This is an optimization exercise on Yosys and OpenROAD, whose aim is small area, not a production implementation. Only simulation tests tie the RTL to the original design; equivalence was not proved. No activity file was given, so power comes from the tool's default toggle rates.

Setup of main:
==> module uart_burn_spi_flash, before the edit <==
module uart_burn_spi_flash (
input clk,rxd,rst ,
output txd,
input spi_miso,
output spi_mosi,spi_sck,
input [31:0]in32,
output reg [31:0] out32
);
localparam HDR = 3'b000, RST = 3'b001;
localparam C20 = 3'b010, C30 = 3'b011, C40 = 3'b101, C50 = 3'b110, C60 = 3'b111;
reg s1, s2;                                    
always @(posedge clk) begin s1 <= rxd; s2 <= s1; end
reg [2:0]  mode;
reg [1:0]  k;
reg        run;                                
reg [1:0]  g;                                  
reg [3:0]  q;                                  
reg [3:0]  n;                                  
reg [7:0]  sr;                                 
reg        txd_r, sck_r;
reg [15:0] cnt;                                
reg        bw;                                 
wire m20 = (mode == C20), m30 = (mode == C30), m40 = (mode == C40);
wire m50 = (mode == C50), m60 = (mode == C60), mhdr = (mode == HDR), mrst = (mode == RST);
wire txm  = m30 | (m40 & k[0]) | (m60 & k[1]);
wire rxm  = ~txm & ~mrst;
wire g3   = g[1] & ~g[0];
wire wrap = g3 & q[3];
wire ev   = run & wrap;
wire dbit = ev & n[3];
wire done = ev & (n[3:1] == 3'd0) & (n[0] == txm);
wire cnt0 = (cnt == 16'd0);
wire spi_act = run & ((~txm & (n == 4'd0) & ((m40 & ~k[0]) | (m50 & k[1]) | (m60 & k[0])))
                    | (m60 & (k == 2'd2) & (n == 4'd1)));
wire win  = spi_act & ~q[3];                   
wire dwin = ~q[3] & (q[2] ^ q[1]);
wire hmatch = (k == 2'd0) ? (sr == 8'h55) : (k == 2'd1) ? (sr == 8'haa) : (sr == 8'h5a);
wire cmdok  = (sr == 8'd20) | (sr == 8'd30) | (sr == 8'd40) | (sr == 8'd50) | (sr == 8'd60);
always @(posedge clk)
	if (!run) begin
		g <= 2'b10; q <= 4'd4; n <= 4'd7;
	end else begin
		g <= {g[0], ~g[1]};
		if (g3) q <= q[3] ? 4'd0 : q + 4'd1;
		if (wrap) n <= n + 4'd1;
	end
always @(posedge clk)
	if (rst) run <= 1'b0;
	else if (!run) run <= (rxm & ~s2) | txm;
	else if (done) run <= 1'b0;
always @(posedge clk)
	if (dbit) sr <= {s2, sr[7:1]};
	else if (win & g3) sr <= {sr[6:0], spi_miso};
	else if (ev & m30 & (n == 4'd7))
		case (k)
		2'd0: sr <= in32[31:24];
		2'd1: sr <= in32[23:16];
		2'd2: sr <= in32[15:8];
		default: sr <= in32[7:0];
		endcase
always @(posedge clk)
	if (!run) txd_r <= 1'b1;
	else if (ev & txm) txd_r <= n[3] ? sr[0] : ~n[2];
always @(posedge clk) sck_r <= win & g[0];
always @(posedge clk)
	if (dbit & (m50 | m60) & ~k[1]) cnt <= {s2, cnt[15:1]};
	else if (win) cnt <= {cnt[0] ^ (bw & dwin), cnt[15:1]};
always @(posedge clk) bw <= ~dwin | (bw & ~cnt[0]);
wire fill = rst | mrst;
always @(posedge clk)
	if (fill | (done & m20)) out32 <= {out32[23:0], sr | {8{fill}}};
wire to_hdr = mrst ? (k == 2'd2)
            : mhdr ? ((k == 2'd3) ? ~cmdok : ~hmatch)
            : m50  ? (k[1] & cnt0)
            : m60  ? (k == 2'd3)
            : m40  ? k[0]
            : (k == 2'd3);
always @(posedge clk)
	if (rst) begin
		mode <= RST; k <= 2'd0;
	end else if (mrst | done) begin
		if (to_hdr) begin
			mode <= HDR; k <= 2'd0;
		end else if (mhdr & (k == 2'd3)) begin
			mode <= sr[5:3]; k <= 2'd0;
		end else if (m60 & (k[1] ^ k[0]))
			k <= {1'b1, cnt0};
		else if (~(m50 & k[1]))
			k <= k + 2'd1;
	end
assign txd = txd_r;
assign spi_sck = sck_r;
assign spi_mosi = sr[7] | m60;
endmodule
clock: 5.0 ns
lec_check: 0
cap_margin: 20
core_margin: 2
core_utilization: 40
place_density: 0.6
slew_margin: 20
buffer_ports_args: -buffer_cell sky130_fd_sc_hd__buf_1
cts_args: -sink_clustering_enable -repair_clock_nets -dont_use_dummy_load -buf_list sky130_fd_sc_hd__clkbuf_8
standard.sh (not shown) runs the stock make flow with config.mk's settings and CLKGATE_MAP_FILE= SYNTH_SCRIPT=/design/flow/synth_recipe.tcl, a recipe that flattens the netlist after the stock synthesis.
==> flow/flow/run.sh <==
#!/bin/bash
# Standard ORFS layout (standard.sh) with a few extra ORFS variables from
# flow/extra.mk: smaller port buffers and a leaner clock tree.
set -e
cat flow/extra.mk >> config.mk
bash standard.sh > standard.log 2>&1
==> flow/flow/extra.mk <==
export BUFFER_PORTS_ARGS = -buffer_cell sky130_fd_sc_hd__buf_1
export CTS_ARGS = -sink_clustering_enable -repair_clock_nets -dont_use_dummy_load -buf_list sky130_fd_sc_hd__clkbuf_8
main: all stages complete, timing, DRC and antenna checks passed
Here is what was changed in the inputs of the feature branch compared with main.
-- flow/design.v --
<<< main, line 35
wire win  = spi_act & ~q[3];                   
wire dwin = ~q[3] & (q[2] ^ q[1]);
wire hmatch = (k == 2'd0) ? (sr == 8'h55) : (k == 2'd1) ? (sr == 8'haa) : (sr == 8'h5a);
wire cmdok  = (sr == 8'd20) | (sr == 8'd30) | (sr == 8'd40) | (sr == 8'd50) | (sr == 8'd60);
always @(posedge clk)
>>> the feature branch, line 35
wire win  = spi_act & ~q[3];                   
wire dwin = ~q[3] & (q[2] ^ q[1]);
reg  hm;
wire ebit = n[0] ^ (k == 2'd0) ^ (k[1] & n[2]);
always @(posedge clk) if (!run) hm <= 1'b1; else if (dbit) hm <= hm & (s2 == ebit);
wire hmatch = hm;
wire cmdok  = (sr == 8'd20) | (sr == 8'd30) | (sr == 8'd40) | (sr == 8'd50) | (sr == 8'd60);
always @(posedge clk)
<<< main, line 52
	if (dbit) sr <= {s2, sr[7:1]};
	else if (win & g3) sr <= {sr[6:0], spi_miso};
	else if (ev & m30 & (n == 4'd7))
		case (k)
		2'd0: sr <= in32[31:24];
		2'd1: sr <= in32[23:16];
		2'd2: sr <= in32[15:8];
		default: sr <= in32[7:0];
		endcase
always @(posedge clk)
	if (!run) txd_r <= 1'b1;
	else if (ev & txm) txd_r <= n[3] ? sr[0] : ~n[2];
always @(posedge clk) sck_r <= win & g[0];
always @(posedge clk)
>>> the feature branch, line 55
	if (dbit) sr <= {s2, sr[7:1]};
	else if (win & g3) sr <= {sr[6:0], spi_miso};
wire [31:0] in32r = {in32[7:0], in32[15:8], in32[23:16], in32[31:24]};
wire tbit = m30 ? in32r[{k, n[2:0]}] : sr[0];
always @(posedge clk)
	if (!run) txd_r <= 1'b1;
	else if (ev & txm) txd_r <= n[3] ? tbit : ~n[2];
always @(posedge clk) sck_r <= win & g[0];
always @(posedge clk)
==> comparison <==
The level count of the clock H-tree of the feature branch and that of main are within noise of each other.
[compare] base=main new=the feature branch: power per unit of standard cell area dropped 18 mW/mm^2; aggregate global-route resource usage fell by 1.2 points; placed wire-length estimate after detailed placement fell 9.7%; number of global-route vias before repair went down.
The multi-input logic cell count of the feature branch is lower than that of main.
The feature branch vs main, termination of the worst setup path: out32[30] vs sr[6]

==> what the ideal ports hide <==
Ports are ideal in the flow. The routed layouts listed here were re-timed in OpenROAD.
Step 1 assumes that a clkbuf_16 drives the clock port and a buf_2 every other input.
Step 2 adds t to the input delays and takes it off the output delays; t is the mean of the earliest and latest rising clock arrival at the registers after step 1. Input paths then give back, and output paths get back, about the clock's delay inside the block.
a / b / c = no drivers / after step 1 / after step 2; a / b = the first two.
| run | t, ns | setup WS [ns] | latest minus earliest clock arrival (ns) |
|---|---|---|---|
| main | 0.368 | 2.047 / 2.047 / 2.047 | 0.018 / 0.019 |
| the feature branch | 0.363 | 2.270 / 2.270 / 2.230 | 0.034 / 0.035 |
After both steps setup and hold are still met in every run listed. The setup slack of the feature branch, which loses most, moves by 0.000 ns with the drivers and by -0.040 ns with both steps.
